Context: an optimization exercise on an open-source flow, tuned for small area, a short achievable clock period and few clock cycles. The choices shown serve that exercise and are no tape-out recipe. Where RTL was checked, it was by simulation tests only, not by an equivalence proof against the original.

==> run Z <==
==> flow/design.v <==
module geofence (clk, reset, X, Y, valid, is_inside);
    input clk;
    input reset;
    input [9:0] X;
    input [9:0] Y;
    output valid;
    output is_inside;
    reg [3:0] phase;
    reg [9:0] tx, ty;
    reg       vsx, vsy, lsx, lsy, rsx, rsy;
    reg [9:0] vmx, vmy, lmx, lmy, rmx, rmy;
    reg       inside_acc;
    reg       _valid, _inside;
    assign valid = _valid;
    assign is_inside = _inside;
    wire       dsx = X < tx;
    wire       dsy = Y < ty;
    wire [9:0] dmx = dsx ? tx - X : X - tx;
    wire [9:0] dmy = dsy ? ty - Y : Y - ty;
    function cross_neg;
        input       asx, asy;
        input [9:0] amx, amy;
        input       bsx, bsy;
        input [9:0] bmx, bmy;
        reg         s1, s2;
        reg  [20:0] acc;
        integer     i;
        begin
            s1 = asx ^ bsy;
            s2 = bsx ^ asy;
            acc = 21'd2047;
            for (i = 0; i < 10; i = i + 1) begin
                acc = acc + ({11'd0, amx & {10{bmy[i]}}} << i);
                acc = acc + ({11'd0, ~(bmx & {10{amy[i]}})} << i);
            end
            if (s1 == s2)
                cross_neg = ~(s1 ^ acc[20]);
            else
                cross_neg = s1;
        end
    endfunction
    wire nl = cross_neg(lsx, lsy, lmx, lmy, vsx, vsy, vmx, vmy);
    wire nr = cross_neg(rsx, rsy, rmx, rmy, vsx, vsy, vmx, vmy);
    wire wrap = nl & ~nr;
    always @(posedge clk or posedge reset) begin
        if (reset) begin
            phase <= 4'd0;
            _valid <= 1'b0;
            _inside <= 1'b0;
        end else begin
            phase <= (phase == 4'd8) ? 4'd0 : phase + 4'd1;
            _valid <= (phase == 4'd7);
            if (phase == 4'd7) _inside <= inside_acc | wrap;
        end
    end
    always @(posedge clk) begin
        if (phase == 4'd0) begin
            tx <= X;
            ty <= Y;
        end
        vsx <= dsx; vsy <= dsy; vmx <= dmx; vmy <= dmy;
        if (phase == 4'd2) begin
            lsx <= vsx; lsy <= vsy; lmx <= vmx; lmy <= vmy;
            rsx <= vsx; rsy <= vsy; rmx <= vmx; rmy <= vmy;
            inside_acc <= 1'b0;
        end else if (phase >= 4'd3 && phase <= 4'd7) begin
            if (nl & nr) begin
                lsx <= vsx; lsy <= vsy; lmx <= vmx; lmy <= vmy;
            end
            if (~nl & ~nr) begin
                rsx <= vsx; rsy <= vsy; rmx <= vmx; rmy <= vmy;
            end
            if (wrap) inside_acc <= 1'b1;
        end
    end
endmodule
==> flow/run.sh <==
#!/bin/bash
# synth_recipe.tcl (not shown) runs the flow's synth.tcl, then flattens the netlist and writes it again
# the make line also repeats each setting of config.mk as NAME=value (left out here)
make -C /OpenROAD-flow-scripts/flow DESIGN_CONFIG=/design/flow/config.mk WORK_HOME=/design/flow/orfs CLKGATE_MAP_FILE= SYNTH_SCRIPT=/design/flow/synth_recipe.tcl finish
==> flow/config.mk <==
export PLATFORM = sky130hd
export DESIGN_NAME = geofence
export DESIGN_NICKNAME = geofence
export VERILOG_FILES = /design/flow/design.v
export SDC_FILE = /design/flow/constraint.sdc
export NUM_CORES = 4
export LEC_CHECK = 0
export ABC_CLOCK_PERIOD_IN_PS = 6000
export CAP_MARGIN = 20
export CORE_MARGIN = 2
export CORE_UTILIZATION = 40
export SETUP_SLACK_MARGIN = 5
export SLEW_MARGIN = 20
==> flow/constraint.sdc <==
create_clock -name core_clock -period 12.0 [get_ports {clk}]
set_input_delay 2.4000 -clock core_clock [delete_from_list [all_inputs] [get_ports {clk}]]
set_output_delay 2.4000 -clock core_clock [all_outputs]
set_load 0.01 [all_outputs]
==> run K: changes against run Z <==
==> flow/design.v, changed modules only <==
module geofence (clk, reset, X, Y, valid, is_inside);
    input clk;
    input reset;
    input [9:0] X;
    input [9:0] Y;
    output valid;
    output is_inside;
    reg [3:0] phase;
    reg [9:0] tx, ty;
    reg       vsx, vsy, lsx, lsy, rsx, rsy;
    reg [9:0] vmx, vmy, lmx, lmy, rmx, rmy;
    reg       inside_acc;
    reg       _valid, _inside;
    assign valid = _valid;
    assign is_inside = _inside;
    wire       dsx = X < tx;
    wire       dsy = Y < ty;
    wire [9:0] dmx = dsx ? tx - X : X - tx;
    wire [9:0] dmy = dsy ? ty - Y : Y - ty;
    function cross_neg;
        input       asx, asy;
        input [9:0] amx, amy;
        input       bsx, bsy;
        input [9:0] bmx, bmy;
        reg         s1, s2;
        begin
            s1 = asx ^ bsy;
            s2 = bsx ^ asy;
            if (s1 == s2)
                cross_neg = s1 ^ ({10'd0, amx} * bmy < {10'd0, bmx} * amy);
            else
                cross_neg = s1;
        end
    endfunction
    wire nl = cross_neg(lsx, lsy, lmx, lmy, vsx, vsy, vmx, vmy);
    wire nr = cross_neg(rsx, rsy, rmx, rmy, vsx, vsy, vmx, vmy);
    wire wrap = nl & ~nr;
    always @(posedge clk or posedge reset) begin
        if (reset) begin
            phase <= 4'd0;
            _valid <= 1'b0;
            _inside <= 1'b0;
        end else begin
            phase <= (phase == 4'd8) ? 4'd0 : phase + 4'd1;
            _valid <= (phase == 4'd7);
            if (phase == 4'd7) _inside <= inside_acc | wrap;
        end
    end
    always @(posedge clk) begin
        if (phase == 4'd0) begin
            tx <= X;
            ty <= Y;
        end
        vsx <= dsx; vsy <= dsy; vmx <= dmx; vmy <= dmy;
        if (phase == 4'd1) begin
            lsx <= dsx; lsy <= dsy; lmx <= dmx; lmy <= dmy;
            rsx <= dsx; rsy <= dsy; rmx <= dmx; rmy <= dmy;
            inside_acc <= 1'b0;
        end else if (phase >= 4'd3 && phase <= 4'd7) begin
            if (nl & nr) begin
                lsx <= vsx; lsy <= vsy; lmx <= vmx; lmy <= vmy;
            end
            if (~nl & ~nr) begin
                rsx <= vsx; rsy <= vsy; rmx <= vmx; rmy <= vmy;
            end
            if (wrap) inside_acc <= 1'b1;
        end
    end
endmodule
Settings changed: ABC_CLOCK_PERIOD_IN_PS 6000 to default, SETUP_SLACK_MARGIN 5 to default.
==> run G: changes against run Z <==
==> flow/design.v, changed modules only <==
module geofence (clk, reset, X, Y, valid, is_inside);
    input clk;
    input reset;
    input [9:0] X;
    input [9:0] Y;
    output valid;
    output is_inside;
    reg [9:0] targetX, targetY;
    integer i;
    reg [2:0] countGeofence;
    reg [9:0] geofenceX [5:0];
    reg [9:0] geofenceY [5:0];
    reg [1:0] readStatus;
    reg [2:0] calStatus;
    reg [2:0] countElement, countResult;
    reg signed [11:0] xA, yA, xB, yB;
    wire [9:0] sxA, syA, sxB, syB, subxA, subyA, subxB, subyB;
    wire [20:0] outPot;
    wire judge;
    wire [1:0] calResult;
    reg _valid, _inside, bitJudge;
    assign valid = _valid;
    assign is_inside = _inside;
    assign judge = outPot[20];
    assign sxA = (calStatus < 5) ? geofenceX[countElement + 1] : ((calStatus == 5) ? geofenceX[5] : geofenceX[countElement]);
    assign syA = (calStatus < 5) ? geofenceY[countElement + 1] : ((calStatus == 5) ? geofenceY[5] : geofenceY[countElement]);
    assign sxB = (calStatus < 5) ? geofenceX[countElement + 2] : ((calStatus == 5) ? geofenceX[0] : geofenceX[countElement + 1]);
    assign syB = (calStatus < 5) ? geofenceY[countElement + 2] : ((calStatus == 5) ? geofenceY[0] : geofenceY[countElement + 1]);
    assign subxA = (calStatus < 5) ? geofenceX[0] : targetX;
    assign subyA = (calStatus < 5) ? geofenceY[0] : targetY;
    assign subxB = (calStatus < 5) ? geofenceX[0] : ((calStatus == 5) ? geofenceX[5] : geofenceX[countElement]);
    assign subyB = (calStatus < 5) ? geofenceY[0] : ((calStatus == 5) ? geofenceY[5] : geofenceY[countElement]);
    assign outPot = (sxA - subxA) * (syB - subyB) - (sxB - subxB) * (syA - subyA);
    always @(posedge clk or posedge reset) begin
        if (reset) begin
            _valid <= 0;
            _inside <= 0;
            readStatus <= 0;
            calStatus <= 0;
            countGeofence <= 0;
        end else begin
            case(readStatus)
                2'd0: begin
                    _valid <= 0;
                    readStatus <= 1;
                    targetX <= X;
                    targetY <= Y;
                    calStatus <= 0;
                    countGeofence <= 0;
                end
                2'd1: begin
                    for (i = 0; i < 5; i = i + 1) begin
                        geofenceX[i] <= geofenceX[i + 1];
                        geofenceY[i] <= geofenceY[i + 1];
                    end
                    geofenceX[5] <= X;
                    geofenceY[5] <= Y;
                    countGeofence <= countGeofence + 1;
                    if (countGeofence == 5) readStatus <= 2;
                end
                2'd2: begin
                end
                default: begin
                    _valid <= 1'b0;
                    readStatus <= 2'd0;
                end
            endcase
            case(calStatus)
                3'd0: begin
                    if (readStatus == 2) begin
                        calStatus <= 1;
                        countElement <= 0;
                    end
                end
                3'd1: begin
                    if (judge) begin  
                        calStatus <= calStatus + 1;
                        countElement <= countElement + 1;
                    end else begin
                        calStatus <= 3'd7;
                    end
                end
                3'd2: begin
                    if (judge) begin  
                        calStatus <= calStatus + 1;
                        countElement <= countElement + 1;
                    end else begin
                        calStatus <= 3'd7;
                    end
                end
                3'd3: begin
                    if (judge) begin  
                        calStatus <= calStatus + 1;
                        countElement <= countElement + 1;
                    end else begin
                        calStatus <= 3'd7;
                    end
                end
                3'd4: begin
                    if (judge) begin  
                        calStatus <= calStatus + 1;
                    end else begin
                        calStatus <= 3'd7;
                    end
                end
                3'd5: begin
                    countElement <= 0;
                    calStatus <= 6;
                    countResult <= 0;
                    bitJudge <= outPot[20];
                end
                3'd6: begin
                    if (countElement == 5) begin
                        _valid <= 1;
                        _inside <= (countResult == 5) ? 1 : 0;
                        calStatus <= 0;
                        readStatus <= 3;
                    end else begin
                        countElement <= countElement + 1;
                        countResult <= (judge == bitJudge) ? countResult + 1 : countResult;
                    end
                end
                default: begin
                    geofenceX[countElement + 1] <= geofenceX[countElement + 2];
                    geofenceX[countElement + 2] <= geofenceX[countElement + 1];
                    geofenceY[countElement + 1] <= geofenceY[countElement + 2];
                    geofenceY[countElement + 2] <= geofenceY[countElement + 1];
                    calStatus <= 1;
                    countElement <= 3'd0;
                end
            endcase
        end
    end
endmodule
Settings changed: ABC_CLOCK_PERIOD_IN_PS 6000 to default, SETUP_SLACK_MARGIN 5 to default.
==> qor summary <==
| quantity | run Z | run K | run G |
|---|---|---|---|
| Result of the run | no timing/DRC/antenna violations | no timing/DRC/antenna violations | no timing/DRC/antenna violations |
| Total buffers and inverters traversed by the critical path | 7 | 5 | 7 |
| Floorplan die width | 207 um | 221 um | 246 um |
| Quantity of gates resized following cts | 102 | 0 | 0 |
| Multiplexer share of the synthesized area | 0.0116 | 0.0138 | 0.0614 |
| Clk cell area share | 0.0145 | 0.0163 | 0.0233 |
| Count of buffers added by post-CTS timing repair for setup | 103 | 0 | 0 |
| Maximum single-stage delay on the critical path | 0.57 ns | 0.92 ns | 0.55 ns |
| Critical path depth in cells | 25 | 27 | 42 |
| Final #Nets | 2309 | 2588 | 3109 |
| Post-Layout Inst Area | 19000 um^2 | 20000 um^2 | 25500 um^2 |
| Worst path setup slack after routing | 4.77 ns | 3.46 ns | 0.541 ns |
| Number of vias after detailed routing | 11484 | 13580 | 21046 |
| Worst-case headroom to the max-slew limit | 0.531 | 0.235 | 0.318 |
| Reg2Reg Setup Slack | 4.77 ns | 3.46 ns | 0.54 ns |
| Initial Util | 0.405 | 0.406 | 0.406 |
| Fraction of final layout cells sized beyond drive strength 1 | 0.137 | 0.0302 | 0.0868 |
| Post-DP Area | 17200 um^2 | 19600 um^2 | 24800 um^2 |
| Multi-input gates | 1135 | 1570 | 2069 |
| F_max | 0.138 GHz | 0.117 GHz | 0.0873 GHz |
| Clock latency on the worst-skew pair | 0.35 ns | 0.36 ns | 0.47 ns |
Testbench counts of run K, summed over its fixed seeds: cycles 10,800.
Testbench counts of run G, summed over its fixed seeds: cycles 43,816.
Only the layout flow was run in run Z; the RTL was not checked for function there.

afterwards: timing with drivers on the ports:
The results above use ideal ports. As a check the final layouts listed here were re-extracted and re-timed, cells and wires unchanged.
Step 1 assumes that a clkbuf_16 drives the clock port and a buf_2 every other input.
Step 2 moves the port delays by t, midway between the first and last clock arrival at a register: inputs arrive t later, outputs are due t later. That takes back most of the time a late clock gives input paths.
Three values: ideal ports, drivers, drivers and shift; two values: the first two.
run | t, ns | setup WS [ns] | worst setup path after step 2 | latest minus earliest clock arrival (ns) | slew at the worst register clock pin (ns)
run Z | 0.384 | 4.771 / 4.771 / 4.771 | register to register | 0.009 / 0.010 | 0.07 / 0.07
run K | 0.392 | 3.462 / 3.462 / 3.462 | register to register | 0.010 / 0.010 | 0.07 / 0.07
run G | 0.510 | 0.541 / 0.541 / 0.541 | register to register | 0.025 / 0.024 | 0.09 / 0.09
After both steps setup and hold are still met in every run listed.
